Background: an optimization exercise with open tools, aiming at small area and a short achievable clock period. Do not read the settings as production practice.
Only simulation tests tie the RTL to the original design; equivalence was not proved.

==> flow/design.v <==
module fpu_adder
(
	input clk, rst,
	input [31:0] a,
	input [31:0] b,
	input sub,			 
	output [31:0] s
);
	wire exchange = ({1'b0, b[30:0]} > {1'b0, a[30:0]});
	wire [31:0] fp_large = exchange? b : a;
	wire [31:0] fp_small = exchange? a : b;
	wire fp_large_hidden_bit = |fp_large[30:23];
	wire fp_small_hidden_bit = |fp_small[30:23];
	wire [23:0] large_frac24 = {fp_large_hidden_bit,fp_large[22:0]};
	wire [23:0] small_frac24 = {fp_small_hidden_bit,fp_small[22:0]};
	wire [7:0] temp_exp = fp_large[30:23];
	wire sign = exchange? sub^b[31] : a[31];
	wire op_sub = sub^fp_large[31]^fp_small[31];
	wire fp_large_expo_is_ff = &fp_large[30:23];
	wire fp_small_expo_is_ff = &fp_small[30:23];
	wire fp_large_frac_is_00 = ~|fp_large[22:0];
	wire fp_small_frac_is_00 = ~|fp_small[22:0];
	wire fp_large_is_inf = fp_large_expo_is_ff & fp_large_frac_is_00;
	wire fp_small_is_inf = fp_small_expo_is_ff & fp_small_frac_is_00;
	wire fp_large_is_nan = fp_large_expo_is_ff & ~fp_large_frac_is_00;
	wire fp_small_is_nan = fp_small_expo_is_ff & ~fp_small_frac_is_00;
	wire s_is_inf = fp_large_is_inf | fp_small_is_inf;
	wire s_is_nan = fp_large_is_nan | fp_small_is_nan | ((sub^fp_small[31]^fp_large[31]) & fp_large_is_inf & fp_small_is_inf);
	wire [22:0] nan_frac = ({1'b0, a[22:0]} > {1'b0, b[22:0]}) ? {1'b1, a[21:0]} : {1'b1, b[21:0]};
	wire [22:0] inf_nan_frac = s_is_nan ? nan_frac : 23'h0;
	wire [7:0] exp_diff = fp_large[30:23] - fp_small[30:23];
	wire small_den_only = (fp_large[30:23] != 0) & (fp_small[30:23] == 0);
	wire [7:0] shift_amount = small_den_only ? exp_diff - 8'h1 : exp_diff;
	wire [49:0] small_frac50 = (shift_amount >= 26) ? {26'h0, small_frac24} : {small_frac24, 26'h0} >> shift_amount;
	wire [26:0] small_frac27 = {small_frac50[49:24], |small_frac50[23:0]};
	wire [27:0] aligned_large_frac = {1'b0, large_frac24, 3'b000};
	wire [27:0] aligned_small_frac = {1'b0, small_frac27};
	wire [27:0] cal_frac = op_sub ? aligned_large_frac - aligned_small_frac : aligned_large_frac + aligned_small_frac;
	wire [26:0] f4, f3, f2, f1, f0;
	wire [4:0] zeros;
	assign zeros[4] = ~|cal_frac[26:11];
	assign f4 = zeros[4] ? {cal_frac[10:0], 16'b0} : cal_frac[26:0];
	assign zeros[3] = ~|f4[26:19];
	assign f3 = zeros[3] ? {f4[18:0], 8'b0} : f4;
	assign zeros[2] = ~|f3[26:23];
	assign f2 = zeros[2] ? {f3[22:0], 4'b0} : f3;
	assign zeros[1] = ~|f2[26:25];
	assign f1 = zeros[1] ? {f2[24:0], 2'b0} : f2;
	assign zeros[0] = ~f1[26];
	assign f0 = zeros[0] ? {f1[25:0], 1'b0} : f1;
	reg [7:0] exp0;
	reg [26:0] frac0;
	always @(*) begin
		if (cal_frac[27]) begin  
			frac0 = cal_frac[27:1];  
			exp0 = temp_exp + 8'h1;
		end else begin
			if ((temp_exp > zeros) && (f0[26])) begin  
				exp0 = temp_exp - zeros;
				frac0 = f0;                
			end else begin                 
				exp0 = 0;
				if (temp_exp != 0)         
				frac0 = cal_frac[26:0] << (temp_exp - 8'h1);
				else frac0 = cal_frac[26:0]; 
			end
		end
	end
	wire frac_plus_1 = frac0[2] & (frac0[1] | frac0[0]) | frac0[2] & frac0[1] & frac0[0] & frac0[3] | (frac0[2] | frac0[1] | frac0[0]) & sign;
	wire [24:0] frac_round = {1'b0, frac0[26:3]} + frac_plus_1;
	wire [7:0] exponent = frac_round[24]? exp0 + 8'h1 : exp0;
	wire overflow = &exp0 | &exponent;
	reg [31:0] res;
	always @(posedge clk) begin
		if (rst) begin
			res <= 0;
		end else begin
			res <= final_result(overflow, sign, s_is_nan, s_is_inf, exponent, frac_round[22:0], inf_nan_frac);
		end
	end
	assign s = res;
	function [31:0] final_result;
		input overflow;
		input sign;
		input is_nan;
		input is_inf;
		input [7:0] exponent;
		input [22:0] fraction, inf_nan_frac;
		casex({overflow, sign, is_nan, is_inf})
			4'b1_x_0_x : final_result = {sign, 8'hff, 23'h000000};  
			4'b0_x_0_0 : final_result = {sign, exponent, fraction};  
			4'bx_x_1_x : final_result = {1'b1, 8'hff, inf_nan_frac};  
			4'bx_x_0_1 : final_result = {sign, 8'hff, inf_nan_frac};  
			default : final_result = {sign, 8'h00, 23'h000000};  
		endcase
	endfunction
endmodule
module pipelined_fpu_mul_eff
(
	input clk, rst,
	input [31:0] a, b,
	output [31:0] s
);
	wire a_expo_is_00 = ~|a[30:23];
	wire a_expo_is_ff = &a[30:23];
	wire a_frac_is_00 = ~|a[22:0];
	wire a_is_inf = a_expo_is_ff & a_frac_is_00;
	wire a_is_nan = a_expo_is_ff & ~a_frac_is_00;
	wire a_is_0 = a_expo_is_00 & a_frac_is_00;
	wire b_expo_is_00 = ~|b[30:23];
	wire b_expo_is_ff = &b[30:23];
	wire b_frac_is_00 = ~|b[22:0];
	wire b_is_inf = b_expo_is_ff & b_frac_is_00;
	wire b_is_nan = b_expo_is_ff & ~b_frac_is_00;
	wire b_is_0 = b_expo_is_00 & b_frac_is_00;
	wire [22:0] nan_frac = (a[21:0] > b[21:0]) ? {1'b1, a[21:0]} : {1'b1, b[21:0]};
	wire is_nan = a_is_nan | b_is_nan | (a_is_inf & b_is_0) | (b_is_inf & a_is_0);
	wire [23:0] a_frac24 = {~a_expo_is_00, a[22:0]};
	wire [23:0] b_frac24 = {~b_expo_is_00, b[22:0]};
	wire [35:0] pp1 = a_frac24 * b_frac24[11:0];
	reg sign_str, s_is_nan_str, s_is_inf_str;
	reg [9:0] exp10_str;
	reg [22:0] inf_nan_frac_str;
	reg [23:0] a_frac24_str;
	reg [11:0] b_frac24_msb_str;
	reg [35:0] pp1_str;
	always @(posedge clk) begin
		if (rst) begin
			sign_str <= 0;
			s_is_nan_str <= 0;
			s_is_inf_str <= 0;
			exp10_str <= 0;
			inf_nan_frac_str <= 0;
			a_frac24_str <= 0;
			b_frac24_msb_str <= 0;
			pp1_str <= 0;
		end else begin
			sign_str <= a[31] ^ b[31];
			s_is_nan_str <= is_nan;
			s_is_inf_str <= a_is_inf | b_is_inf;
			exp10_str <= {2'h0, a[30:23]} + {2'h0, b[30:23]} - 10'h7f + a_expo_is_00 + b_expo_is_00;
			inf_nan_frac_str <= is_nan ? nan_frac : 23'h0;
			a_frac24_str <= a_frac24;
			b_frac24_msb_str <= b_frac24[23:12];
			pp1_str <= pp1;
		end
	end
	wire [35:0] pp2 = a_frac24_str * b_frac24_msb_str;
	wire [87:0] full_z = pp1_str + {pp2, 12'h000};
	reg sign, s_is_nan, s_is_inf;
	reg [9:0] exp10;
	reg [22:0] inf_nan_frac;
	reg [47:8] z_sum, z_carry;
	reg [7:0] z_7_0;
	always @(posedge clk) begin
		if (rst) begin
			sign <= 0;
			s_is_nan <= 0;
			s_is_inf <= 0;
			exp10 <= 0;
			inf_nan_frac <= 0;
			z_carry <= 0;
			z_sum <= 0;
			z_7_0 <= 0;
		end else begin
			sign <= sign_str;
			s_is_nan <= s_is_nan_str;
			s_is_inf <= s_is_inf_str;
			exp10 <= exp10_str;
			inf_nan_frac <= inf_nan_frac_str;
			z_carry <= full_z[87:48];
			z_sum <= full_z[47:8];
			z_7_0 <= full_z[7:0];
		end
	end
	wire [47:8] z_47_8 = {1'b0, z_sum} + z_carry;
	wire [47:0] z = {z_47_8, z_7_0};
	wire [46:0] z5, z4, z3, z2, z1, z0;
	wire [5:0] zeros;
	assign zeros[5] = ~|z[46:15];
	assign z5 = zeros[5] ? {z[14:0], 32'b0} : z[46:0];
	assign zeros[4] = ~|z5[46:31];
	assign z4 = zeros[4] ? {z5[30:0], 16'b0} : z5;
	assign zeros[3] = ~|z4[46:39];
	assign z3 = zeros[3] ? {z4[38:0], 8'b0} : z4;
	assign zeros[2] = ~|z3[46:43];
	assign z2 = zeros[2] ? {z3[42:0], 4'b0} : z3;
	assign zeros[1] = ~|z2[46:45];
	assign z1 = zeros[1] ? {z2[44:0], 2'b0} : z2;
	assign zeros[0] = ~z1[46];
	assign z0 = zeros[0] ? {z1[45:0], 1'b0} : z1;
	reg [46:0] frac0;
	reg [9:0] exp0;
	always @(*) begin
		if (z[47]) begin
			exp0 = exp10 + 10'h1;
			frac0 = z[47:1];
		end else begin
			if (!exp10[9] && (exp10[8:0] > zeros) && z0[46]) begin
				exp0 = exp10 - zeros;
				frac0 = z0;
			end else begin
				exp0 = 0;
				if (!exp10[9] && (exp10 != 0))
					frac0 = z[46:0] << (exp10 - 10'h1);
				else
					frac0 = z[46:0] >> (10'h1 - exp10);
			end
		end
	end
	wire [26:0] frac = {frac0[46:21], |frac0[20:0]};
	wire frac_plus_1 = frac0[2] & (frac0[1] | frac0[0]) | frac0[2] & ~frac0[1] & ~frac0[0] & frac0[3];
	wire [24:0] frac_round = {1'b0, frac[26:3]} + frac_plus_1;
	wire [9:0] exp1 = frac_round[24] ? exp0 + 10'h1 : exp0;
	wire overflow = (exp0 >= 10'h0ff) | (exp1 >= 10'h0ff);
	reg [31:0] prod;
	always @(posedge clk) begin
		if (rst) begin
			prod <= 0;
		end else begin
			prod <= final_result(overflow, sign, s_is_inf, s_is_nan, exp1[7:0], frac_round[22:0], inf_nan_frac);
		end
	end 
	assign s = prod;
	function [31:0] final_result;
		input overflow;
		input sign, s_is_inf, s_is_nan;
		input [7:0] exponent;
		input [22:0] fraction, inf_nan_frac;
		casex({overflow, sign, s_is_nan, s_is_inf})
			4'b1_x_0_x : final_result = {sign, 8'hff, 23'h000000};
			4'b0_x_0_0 : final_result = {sign, exponent, fraction};
			4'bx_x_1_x : final_result = {1'b1, 8'hff, inf_nan_frac};
			4'bx_x_0_1 : final_result = {sign, 8'hff, inf_nan_frac};
			default : final_result = {sign, 8'h00, 23'h000000};
		endcase
	endfunction
endmodule
module complex_multiplier
(
	input clk, rst,
	input in_valid,
	input [31:0] x_real, x_imag, y_real, y_imag,
	output out_valid,
	output [31:0] xy_real, xy_imag
);
	wire [31:0] rr, ri, ir, ii;
	reg [3:0] valid_pipe;
	always @(posedge clk) begin
		if (rst)
			valid_pipe <= 4'b0;
		else
			valid_pipe <= {valid_pipe[2:0], in_valid};
	end
	assign out_valid = valid_pipe[3];
	pipelined_fpu_mul_eff mrr(
		.clk(clk),
		.rst(rst),
		.a(x_real),
		.b(y_real),
		.s(rr)
	);
	pipelined_fpu_mul_eff mri(
		.clk(clk),
		.rst(rst),
		.a(x_real),
		.b(y_imag),
		.s(ri)
	);
	pipelined_fpu_mul_eff mir(
		.clk(clk),
		.rst(rst),
		.a(x_imag),
		.b(y_real),
		.s(ir)
	);
	pipelined_fpu_mul_eff mii(
		.clk(clk),
		.rst(rst),
		.a(x_imag),
		.b(y_imag),
		.s(ii)
	);
	fpu_adder realpart(
		.clk(clk),
		.rst(rst),
		.a(rr),
		.b(ii),
		.sub(1'b1),
		.s(xy_real)
	);
	fpu_adder imagpart(
		.clk(clk),
		.rst(rst),
		.a(ri),
		.b(ir),
		.sub(1'b0),
		.s(xy_imag)
	);
endmodule
==> flow/run.sh <==
#!/bin/bash
# synth_recipe.tcl (not shown) runs the flow's synth.tcl, then flattens the netlist and writes it again
# the make line also repeats each setting of config.mk as NAME=value (left out here)
make -C /OpenROAD-flow-scripts/flow DESIGN_CONFIG=/design/flow/config.mk WORK_HOME=/design/flow/orfs CLKGATE_MAP_FILE= SYNTH_SCRIPT=/design/flow/synth_recipe.tcl finish
==> flow/config.mk <==
export PLATFORM = sky130hd
export DESIGN_NAME = complex_multiplier
export DESIGN_NICKNAME = complex_multiplier
export VERILOG_FILES = /design/flow/design.v
export SDC_FILE = /design/flow/constraint.sdc
export NUM_CORES = 8
export LEC_CHECK = 0
export CAP_MARGIN = 20
export CORE_MARGIN = 2
export CORE_UTILIZATION = 40
export SLEW_MARGIN = 20
==> flow/constraint.sdc <==
create_clock -name core_clock -period 21.0 [get_ports {clk}]
set_input_delay 4.2000 -clock core_clock [delete_from_list [all_inputs] [get_ports {clk}]]
set_output_delay 4.2000 -clock core_clock [all_outputs]
set_load 0.01 [all_outputs]
==> tab_implementation.tex <==
\begin{tabular}{lr}
\hline
Metric & Value \\
\hline
\multicolumn{2}{l}{\textbf{Clock tree}} \\
Post-CTS repair timing setup buffer count & 0 \\
Clock Root Buffer & sky130\_fd\_sc\_hd\_\_clkbuf\_16 \\
CTS H-tree lvls & 3 \\
Latest clock arrival within the worst-skew pair & 960 ps \\
CTS resizes & 0 \\
Number of hold-repair buffers added at the cts stage & 0 \\
CTS tree & built \\
\# clock sinks & 896 \\
CTS buffer count & 115 \\
CTS Buffer Depth & 4 \\
CTS clock-pin slew for the worst setup and hold paths & 60 ps \\
\multicolumn{2}{l}{\textbf{Setup path}} \\
Master of the slowest instance on the critical path & sky130\_fd\_sc\_hd\_\_ha\_2 \\
Slowest cell delay on critical path & 780 ps \\
Data arrival time at the worst-slack endpoint & between 15000 and 20000 ps \\
Type of element launching the critical path & flop \\
Endpoint required time on the critical path & 21800 ps \\
Critical path class & flop to flop \\
Worst-case register-to-register setup slack & 2250 ps \\
Combined buffer and inverter count along the critical path & 6 \\
Reg-to-reg startpoint & mii.prod[10]\$\_SDFF\_PP0\_ \\
Critical R2R Capture & realpart.res[22]\$\_SDFF\_PP0\_ \\
Depth of the most critical reg-to-reg path & 57 \\
Endpoint type of the worst setup path & flop \\
Maximum fanout count along the critical path & 43 \\
Top cell by count, worst path & sky130\_fd\_sc\_hd\_\_a21oi\_1 \\
Kind of cell with the highest combined delay on the critical path & simple AND/OR/NAND/NOR gates \\
\multicolumn{2}{l}{\textbf{STA}} \\
Final-layout setup total negative slack & 0 ps \\
Shortest period the worst path allows & 18750 ps \\
Slew of the pin with the lowest slew margin & 1280 ps \\
Skew final & 99.0 ps \\
Endpoints failing setup & 0 \\
Final worst path period share & roughly 89\% \\
Final Max Slew Viols & 0 \\
Worst hold slack & 414 ps \\
RSZ-0062 raised after global routing & false \\
Worst slew margin relative to its limit & 13.5\% \\
F\_max & 0.0533 GHz \\
Final hold violation count & 0 \\
\multicolumn{2}{l}{\textbf{Detailed routing}} \\
Initial drt markers & 18.6k \\
Routed wire length & 761 mm \\
DRC Markers & 0 \\
Post-DRT Antenna Nets & 0 \\
Number of vias in the routed layout & approximately 170k \\
Routed length per placed instance & roughly 27 um \\
Detailed-routing iteration count for the pre-antenna-repair pass & 8 \\
Post-DR vias/cell & 6.01 \\
\multicolumn{2}{l}{\textbf{Final layout}} \\
Layout fillers & roughly 44k \\
Most common library cell in the layout ignoring fill and taps & sky130\_fd\_sc\_hd\_\_nand2\_1 \\
Final instance count without filler cells & 27.7k \\
Commonest cells after routing, fill and taps aside & 3013 x sky130\_fd\_sc\_hd\_\_nand2\_1, 2457 x sky130\_fd\_sc\_hd\_\_inv\_1, 1853 x sky130\_fd\_sc\_hd\_\_nor2\_1 \\
Fraction of layout instances using a drive strength above 1 & 7.07\% \\
P\&R area growth vs syn & 7.69\% \\
Number of nets in the final layout & 25.0k \\
\multicolumn{2}{l}{\textbf{Synthesis}} \\
Post-Syn Nets & 25.5k \\
Number of synthesized flops with an enable pin & 0 \\
Post-synthesis area per instance & 7.61 um2 \\
Main area contributors after synthesis & sky130\_fd\_sc\_hd\_\_fa\_1 21\%, sky130\_fd\_sc\_hd\_\_dfxtp\_1 11\%, sky130\_fd\_sc\_hd\_\_ha\_1 8.6\% \\
Syn Inst Count & 22.4k \\
Area share of the largest cell type after synthesis & 20.9\% \\
Sequential element share of the synthesized area & between 10\% and 20\% \\
Cell variety after synth & 132 \\
Synth area leader & sky130\_fd\_sc\_hd\_\_fa\_1 \\
Synth Register Bits & between 800 and 900 \\
Most instantiated flip-flop cell in the synthesis netlist & sky130\_fd\_sc\_hd\_\_dfxtp\_1 \\
Warning count from the yosys run & 3 \\
Async set or reset register ratio after synthesis & 0\% \\
Post-Synthesis Cell Area & 170000 um2 \\
\multicolumn{2}{l}{\textbf{Outcome}} \\
Result of the run & timing/DRC/antenna clean \\
\multicolumn{2}{l}{\textbf{Placement}} \\
Placed wire-length estimate after detailed placement & 592 mm \\
Port Buffers & 195 \\
Dpl cells & 27.4k \\
Final GP Congestion & $\sim$1.0 \\
\multicolumn{2}{l}{\textbf{Die}} \\
Initial standard-cell utilization of the core & 40.2\% \\
Chip Height & 657 um \\
Placeable core region & 424000 um2 \\
Die Area & around 430000 um2 \\
Chip Width & roughly 660 um \\
Std cell rows & about 240 \\
Top Ports & 196 \\
\multicolumn{2}{l}{\textbf{Min path}} \\
Hold Path Origin & mrr.inf\_nan\_frac\_str[6]\$\_SDFF\_PP0\_ \\
Min-Delay Path Depth & 1 \\
Type of the tightest min-delay check & flop to flop \\
Min-Delay Endpoint & mrr.inf\_nan\_frac[6]\$\_SDFF\_PP0\_ \\
\multicolumn{2}{l}{\textbf{GRT}} \\
Remaining Overflow, GRT & 0 \\
Maximum number of pins on one net before global-route repair & 157 \\
Global Route Usage Sum & 34.3\% \\
Vias in the first global route & 162k \\
First-pass GRT wire length & 1110 mm \\
Initial antenna violation count & 60 \\
\multicolumn{2}{l}{\textbf{Flow run}} \\
Max-cap viol count & 0 \\
\hline
\end{tabular}
## area by class of cell
type / count / area [um2] / area share (%)
sequential: 896 / 18000 / 9.81
antenna: 98 / 245 / 0.134
tap: 5663 / 7090 / 3.86
multi-input combinational: 17500 / 138000 / 75.1
inverter: 2487 / 9340 / 5.09
clock inverter: 75 / 1060 / 0.578
timing repair buffer: 887 / 6870 / 3.74
clock buffer: 137 / 3130 / 1.71
## through the flow
| stage | setup WS [ps] | util (%) | instance area, um2 |
|---|---|---|---|
| final | 2250 | 43.3 | 183000 |
| after floorplan | 4030 | - | 170000 |
| after CTS | 2760 | 43.2 | 183000 |
| after detailed placement | 2800 | 42.2 | 179000 |
| after global placement | 3020 | 42.2 | 179000 |
| after global routing | 1220 | 43.2 | 183000 |
## registers in the layout, indices dropped and copies added (netlist names), 36 cells and up
| register | cells |
|---|---|
| mii.z_sum | 40 |
| mrr.z_sum | 40 |
| mri.pp1_str | 36 |
| mir.z_sum | 40 |
| mir.pp1_str | 36 |
| mri.z_sum | 40 |
| mrr.pp1_str | 36 |
| mii.pp1_str | 36 |
## per-layer routing
| layer | part of all wire [%] | global-route usage, % | wire [um] |
|---|---|---|---|
| met1 | 41 | 45.2 | 311000 |
| met2 | 42 | 51.5 | 322000 |
| met3 | 9.6 | 7.41 | 73100 |
| met4 | 7.2 | 20.7 | 55100 |
| met5 | 0.028 | 0 | 212 |
## how the worst max path moves through the flow
stage,to,slack (ps),cells after the start,from
2_1_floorplan,imagpart.res[7]$_SDFF_PP0_,4030,81,mri.prod[28]$_SDFF_PP0_
3_3_place_gp,realpart.res[8]$_SDFF_PP0_,3020,61,mii.prod[4]$_SDFF_PP0_
3_5_place_dp,realpart.res[22]$_SDFF_PP0_,2800,58,mii.prod[2]$_SDFF_PP0_
4_1_cts,realpart.res[22]$_SDFF_PP0_,2760,58,mii.prod[2]$_SDFF_PP0_
5_1_grt,realpart.res[22]$_SDFF_PP0_,1220,57,mii.prod[4]$_SDFF_PP0_
6_report,realpart.res[22]$_SDFF_PP0_,2250,57,mii.prod[10]$_SDFF_PP0_
## kinds of logic (layout without fill, tap and decap cells)
| kind of cell | Yosys count | count (layout) | synth area share, % |
|---|---|---|---|
| mux | 918 | 918 | 6.41 |
| simple gates | 7901 | 7901 | 21.5 |
| fa+ha+maj | 2957 | 2957 | 29.6 |
| other cells | 0 | 98 | 0 |
| compound gates | 4711 | 4711 | 17.8 |
| xor+xnor | 991 | 991 | 5.14 |
| buf+inv | 4024 | 3586 | 9.03 |
| flops | 896 | 896 | 10.5 |
## synthesized netlist by cell type (284+ instances only)
library cell / n
sky130_fd_sc_hd__and2_1: 682
sky130_fd_sc_hd__nand2_1: 3016
sky130_fd_sc_hd__mux2i_1: 662
sky130_fd_sc_hd__fa_1: 1780
sky130_fd_sc_hd__nand3_1: 426
sky130_fd_sc_hd__dfxtp_1: 896
sky130_fd_sc_hd__nor2_1: 1861
sky130_fd_sc_hd__xnor2_1: 661
sky130_fd_sc_hd__inv_1: 2458
sky130_fd_sc_hd__ha_1: 1174
sky130_fd_sc_hd__a211oi_1: 284
sky130_fd_sc_hd__o21ai_0: 993
sky130_fd_sc_hd__clkbuf_1: 1261
sky130_fd_sc_hd__nor2b_1: 366
sky130_fd_sc_hd__xor2_1: 324
sky130_fd_sc_hd__a21oi_1: 1381
sky130_fd_sc_hd__nor3_1: 532

==> afterwards: timing with drivers on the ports <==
In the flow no input, the clock included, has a driving cell. The finished layout below was timed again as built, in two steps.
Step 1, drivers: a clkbuf_16 drives clk and a buf_2 each remaining input, both assumed.
Step 2 adds t to the input delays and takes it off the output delays; t is the mean of the earliest and latest rising clock arrival at the registers after step 1. Input paths then give back, and output paths get back, about the clock's delay inside the block.
a / b / c = ideal / step 1 / step 2; a / b = the first two.
shift t [ns]: 1.027
slack for setup (ns): 2.254 / 2.254 / 2.254
worst setup path at the end: register to register
clock arrival spread, ns: 0.099 / 0.099
slew at the worst register clock pin (ns): 0.08 / 0.08
After both steps this run still meets setup and hold. For this run, drivers alone change the setup slack by 0.000 ns; drivers and shift together by 0.000 ns.
